This is an optimization exercise on Yosys and OpenROAD, whose aim is small area, not a production implementation. The RTL was checked by simulation tests, not by an equivalence proof against the original design.

==> design/flow/design.v <==
module collector3x3 #(
		parameter IMAGE_WIDTH = 128,
		parameter IMAGE_HEIGHT = 128
	)(
		input  clk, rst_n,
		input  [7:0] pixel_in,
		input  [7:0] stage_width,   
		output [7:0] out1, out2, out3, out4, out5, out6, out7, out8, out9
	);
   reg [7:0] linebuf1_array [0:IMAGE_WIDTH-1];
   reg [7:0] linebuf2_array [0:IMAGE_WIDTH-1];
   reg [7:0] buffer[6:0];
   integer i;
   always @(posedge clk or negedge rst_n) begin
		if (!rst_n) begin
			for (i = 0; i < IMAGE_WIDTH; i = i + 1) begin
				linebuf1_array[i] <= 8'd0;
				linebuf2_array[i] <= 8'd0;
			end
			for (i = 0; i < 7; i = i+1) begin
				buffer[i] <= 0;
			end
		end else begin
			for (i = IMAGE_WIDTH - 1; i > 0; i = i - 1) begin
				linebuf1_array[i] <= linebuf1_array[i - 1];
			end
			linebuf1_array[0] <= buffer[6];
			for (i = IMAGE_WIDTH - 1; i > 0; i = i - 1) begin
				linebuf2_array[i] <= linebuf2_array[i - 1];
			end
			linebuf2_array[0] <= linebuf1_array[stage_width-1];
			buffer[6] <= pixel_in;
			buffer[5] <= buffer[6];
			buffer[4] <= buffer[5];
			buffer[3] <= linebuf1_array[stage_width-1];
			buffer[2] <= buffer[3];
			buffer[1] <= linebuf2_array[stage_width-1];
			buffer[0] <= buffer[1];
		end
	end
	assign out9 = buffer[6];
	assign out8 = buffer[5];
	assign out7 = buffer[4];
	assign out6 = linebuf1_array[stage_width-1];
	assign out5 = buffer[3];
	assign out4 = buffer[2];
	assign out3 = linebuf2_array[stage_width-1];
	assign out2 = buffer[1];
	assign out1 = buffer[0];
endmodule
module convolutor3x3 #(
		parameter IMAGE_WIDTH = 128,
		parameter IMAGE_HEIGHT = 128
	)(
		input signed [7:0]  pixel_in,
		input signed [7:0]  w9, w8, w7, w6, w5, w4, w3, w2, w1,
		input signed [31:0] bias,
		input [7:0]  width,
		input clk, rst_n, paddingl, paddingr, relu,
		output reg signed [31:0] pixel_out
	);
	wire signed [7:0] convout9, convout8, convout7, convout6, convout5, convout4, convout3, convout2, convout1;
	collector3x3 #(.IMAGE_WIDTH(IMAGE_WIDTH), .IMAGE_HEIGHT(IMAGE_HEIGHT)) collector0 (
		.pixel_in(pixel_in),
		.clk(clk), .rst_n(rst_n), .stage_width(width),
		.out9(convout9), .out8(convout8), .out7(convout7),
		.out6(convout6), .out5(convout5), .out4(convout4),
		.out3(convout3), .out2(convout2), .out1(convout1)
	);
	parameter conv3x3 = 2'd0,
	          idle    = 2'd1;
	reg signed [31:0] result;
	always@(*) begin
		result <= ((paddingl) ? 32'sd0 : (convout9 * w9)) + (convout8 * w8) + ((paddingr) ? 32'sd0 : (convout7 * w7)) +
					 ((paddingl) ? 32'sd0 : (convout6 * w6)) + (convout5 * w5) + ((paddingr) ? 32'sd0 : (convout4 * w4)) +
					 ((paddingl) ? 32'sd0 : (convout3 * w3)) + (convout2 * w2) + ((paddingr) ? 32'sd0 : (convout1 * w1)) +
					 bias;
		if (relu) begin
			if (result < 32'sd0)
				pixel_out <= 32'sd0;
			else
				pixel_out <= result;
		end else begin
			pixel_out <= result;
		end
	end
endmodule
==> design/flow/run.sh <==
#!/bin/bash
# synth_recipe.tcl (not shown) runs the flow's synth.tcl, then flattens the netlist and writes it again
# the make line also repeats each setting of config.mk as NAME=value (left out here)
make -C /OpenROAD-flow-scripts/flow DESIGN_CONFIG=/design/flow/config.mk WORK_HOME=/design/flow/orfs CLKGATE_MAP_FILE= SYNTH_SCRIPT=/design/flow/synth_recipe.tcl finish
==> design/flow/config.mk <==
export PLATFORM = sky130hd
export DESIGN_NAME = convolutor3x3
export DESIGN_NICKNAME = convolutor3x3
export VERILOG_FILES = /design/flow/design.v
export SDC_FILE = /design/flow/constraint.sdc
export NUM_CORES = 4
export LEC_CHECK = 0
export CAP_MARGIN = 30
export CORE_MARGIN = 2
export CORE_UTILIZATION = 35
export SLEW_MARGIN = 20
==> design/flow/constraint.sdc <==
create_clock -name core_clock -period 34.0 [get_ports {clk}]
set_input_delay 6.8000 -clock core_clock [delete_from_list [all_inputs] [get_ports {clk}]]
set_output_delay 6.8000 -clock core_clock [all_outputs]
set_load 0.01 [all_outputs]
==> flow_summary.yaml <==
clock_tree:
  ctsRootBufferMaster: "clkbuf_16"
  cts_buffers: 210
  tritoncts_num_sinks: 2072
  clockBufferDepth: 4
  cts_tree: "built"
  clk_pin_slew_ps: 60
  post_cts_resized: 0
  hold_buffers: 0
  insertion_delay_ps: 960
  post_cts_buffers: 0
  htreeDepth: 4
die:
  io_pins: 157
  die_x_microns: 536
  start_util_pct: 35.1
  num_rows: 195
  die_y_microns: 536
  coreArea_sq_mm: 0.282
  die-area_sq_mm: 0.287
yosys:
  synth-warning-count: 5
  synthTopCellsByArea: "dfrtp_1, fa_1, inv_1"
  synth-seq-cells: 2072
  synth_top_family_by_area: "adder cells"
  synthFlopType: "dfrtp_1"
  synth-xor-area-share_pct: 1.19
  synth_nets: 9076
  synth-simple-area-share_pct: 8.64
  synth-compound-area-share_pct: 10.9
  syn-cell-area_sq_mm: 0.0991
  syn-instance-count: 7860
  ys_types: 108
  synth.area.mux_share_pct: 1.74
  synth_fa_ha_area_share_pct: 19.8
  synth_commonest_cells: "dfrtp_1, inv_1, fa_1, nand2_1, a22oi_1"
  yosysMostFrequentCell: "dfrtp_1"
  synthDominantCellAreaShare_pct: 52.3
  async_reset_ff_share_pct: 100
  synth_top_area_cell: "dfrtp_1"
  synth_enable_flop_cells: 0
  synth.yosys.seq_area_share_pct: 52.3
  syn_area_per_cell_sq_um: 12.6
worst_setup_path:
  r2r_cells: 9
  timing.rr.start: "collector0.linebuf1_array[90][4]$_DFF_PN0_"
  rr_endpoint: "collector0.buffer[3][4]$_DFF_PN0_"
  cp_num_buf_inv: 14
  crit_path_frequent_cell: "fa_1"
  worstPathMaxFanout: 49
  cp.arrival_ps: 25010
  slowest_delay_ps: 850
  cp.required_ps: 27200
  cp-startpoint: "width[0]"
  worstSetupStartpointType: "input port"
  critPathTopFamily: "adder cells"
  end_kind: "output port"
  cp_slowest_cell: "clkinv_1"
  path_class: "input port to output port"
  rrSetupSlack_ps: 29780
cells_and_area:
  stdcell_count: 12200
  area_delta_synth_final_pct: 16.2
  multiInputGateArea_sq_mm: 0.0427
  fillers: 26600
  register_area_sq_mm: 0.0518
  nets: 9465
  drive_above_1_share_pct: 11.5
timing:
  final_hold_viol_count: 0
  finalCritPeriodShare_pct: 93.6
  postLayoutSetupSlackWorst_ps: 2190
  timing.final.crit_period_ps: 31810
  rsz0062_at_grt: "no"
  tns_ps: 0
  fmax_ghz: 0.0314
  skew_ps: 123
  slew_headroom_pct: 9.65
  finalHoldWorstSlack_ps: 293
  setup_violations: 0
  slew_violations: 0
  worstMarginPinSlew_ps: 1360
placed_design:
  dp.cells: 11800
  post-place-ws_ps: 2860
  dpl.hpwl_microns: 333000
  io_buffers: 155
  gp_congestion: 1.06
routing:
  drtPass1Iterations: 9
  wl_met2_microns: 191000
  wire_per_inst_microns: 37.9
  drt_iter0_drc: 10500
  viasPerCell: 6.05
  top_layer_used: "met5"
  dr_total_vias: 74000
  met1_length_microns: 171000
  ant_nets: 0
  routed_wl_microns: 464000
  drc_errors: 0
  wl_met3_microns: 62900
outcome:
  status: "finished clean"
grt:
  antenna_found_initial: 94
  overflow: 0
  grt_start_max_net_pins: 181
  track_usage_pct: 32.3
  grt_pass1_wl_microns: 632000
  grt_pass1_vias: 74600
run:
  cap_viol_max_count: 0
hold_path:
  min_path_cells: 0
  hold_end: "collector0.linebuf2_array[36][5]$_DFF_PN0_"
  hold_path.class: "flip-flop to flip-flop"
  holdCritStartpoint: "collector0.linebuf2_array[35][5]$_DFF_PN0_"
-- sequential cells by signal, summed over array words and instances (netlist names) --
register and cells:
collector0.linebuf2_array 1016, collector0.linebuf1_array 1024, collector0.buffer 32
-- worst max path at each step --
| stage | cells after the start | to |
|---|---|---|
| 3_3_place_gp | 57 | pixel_out[3] |
| 3_5_place_dp | 55 | pixel_out[3] |
| 4_1_cts | 55 | pixel_out[3] |
| 6_report | 51 | pixel_out[8] |
| 2_1_floorplan | 56 | pixel_out[21] |
| 5_1_grt | 52 | pixel_out[3] |
-- per-layer routing --
metal / track usage (%) / up-vias
met2: 45.1 / 5750
met5: 0.766 / -
met4: 21.9 / 72
met3: 13.7 / 1670
li1: - / 27700
met1: 40.4 / 38800
-- per-stage QoR --
stage	util (%)	instance area (sq um)
after global routing	40.8	115000
after global placement	38.0	107000
final	40.8	115000
after floorplan	-	99100
after detailed placement	38.1	108000
after CTS	40.6	115000
-- cells by family after synthesis --
logic type,after synthesis
muxes,162
AOI/OAI and AO/OA,1414
adders and majority gates,1091
xor gates and xnor gates,133
DFF,2072
and+or+nand+nor,1606
buffers and inverters,1382
-- cell usage in the layout, fill, tap and decap left out, types with 30 or more instances in the layout --
cell type	count
o211ai_1	39
diode_2	83
nor2_1	206
nor2_2	32
a21oi_1	150
a22o_1	110
dfrtp_1	2072
ha_1	301
nor3_1	73
nand2b_1	88
nand3_1	118
inv_1	1043
a22oi_1	395
a221oi_1	76
buf_4	312
xnor2_1	98
clkbuf_8	44
o21ai_0	122
nand2_1	401
clkdlybuf4s50_1	146
mux2i_1	104
nor4_1	32
a222oi_1	41
xor2_1	34
clkinv_2	51
fa_1	790
nand4_1	94
o22ai_1	45
a32oi_1	72
and2_1	283
clkbuf_16	210
mux2_2	53
a32o_1	39
clkbuf_1	30
and3_1	38
-- cell type report --
class                      instances  area share, %
multi-input combinational       4406           37.1
clock inverter                    95          0.894
inverter                        1049           3.42
timing repair buffer             510           4.12
antenna                           83          0.180
sequential                      2072           45.0
clock buffer                     284           5.19
tap                             3743           4.07

## what the ideal ports hide
The results above use ideal ports. As a check the final layout listed here was re-extracted and re-timed, cells and wires unchanged. Step 1 assumes that a clkbuf_16 drives the clock port and a buf_2 every other input. Step 2, shift: input delay + t, output delay - t, t = (earliest + latest rising clock arrival at the registers) / 2. This alone moves slack from input paths to output paths. Slacks: no drivers / after step 1 / after step 2; pairs: no drivers / after step 1.
shift t [ns]: 0.986
setup WS [ns]: 2.186 / 2.142 / 2.142
worst hold slack (ns): 0.293 / 0.293 / 0.293
latest minus earliest clock arrival (ns): 0.142 / 0.142
slew at the worst register clock pin (ns): 0.07 / 0.07
After both steps setup and hold are still met in this run. For this run, drivers alone change the setup slack by -0.044 ns; drivers and shift together by -0.044 ns.
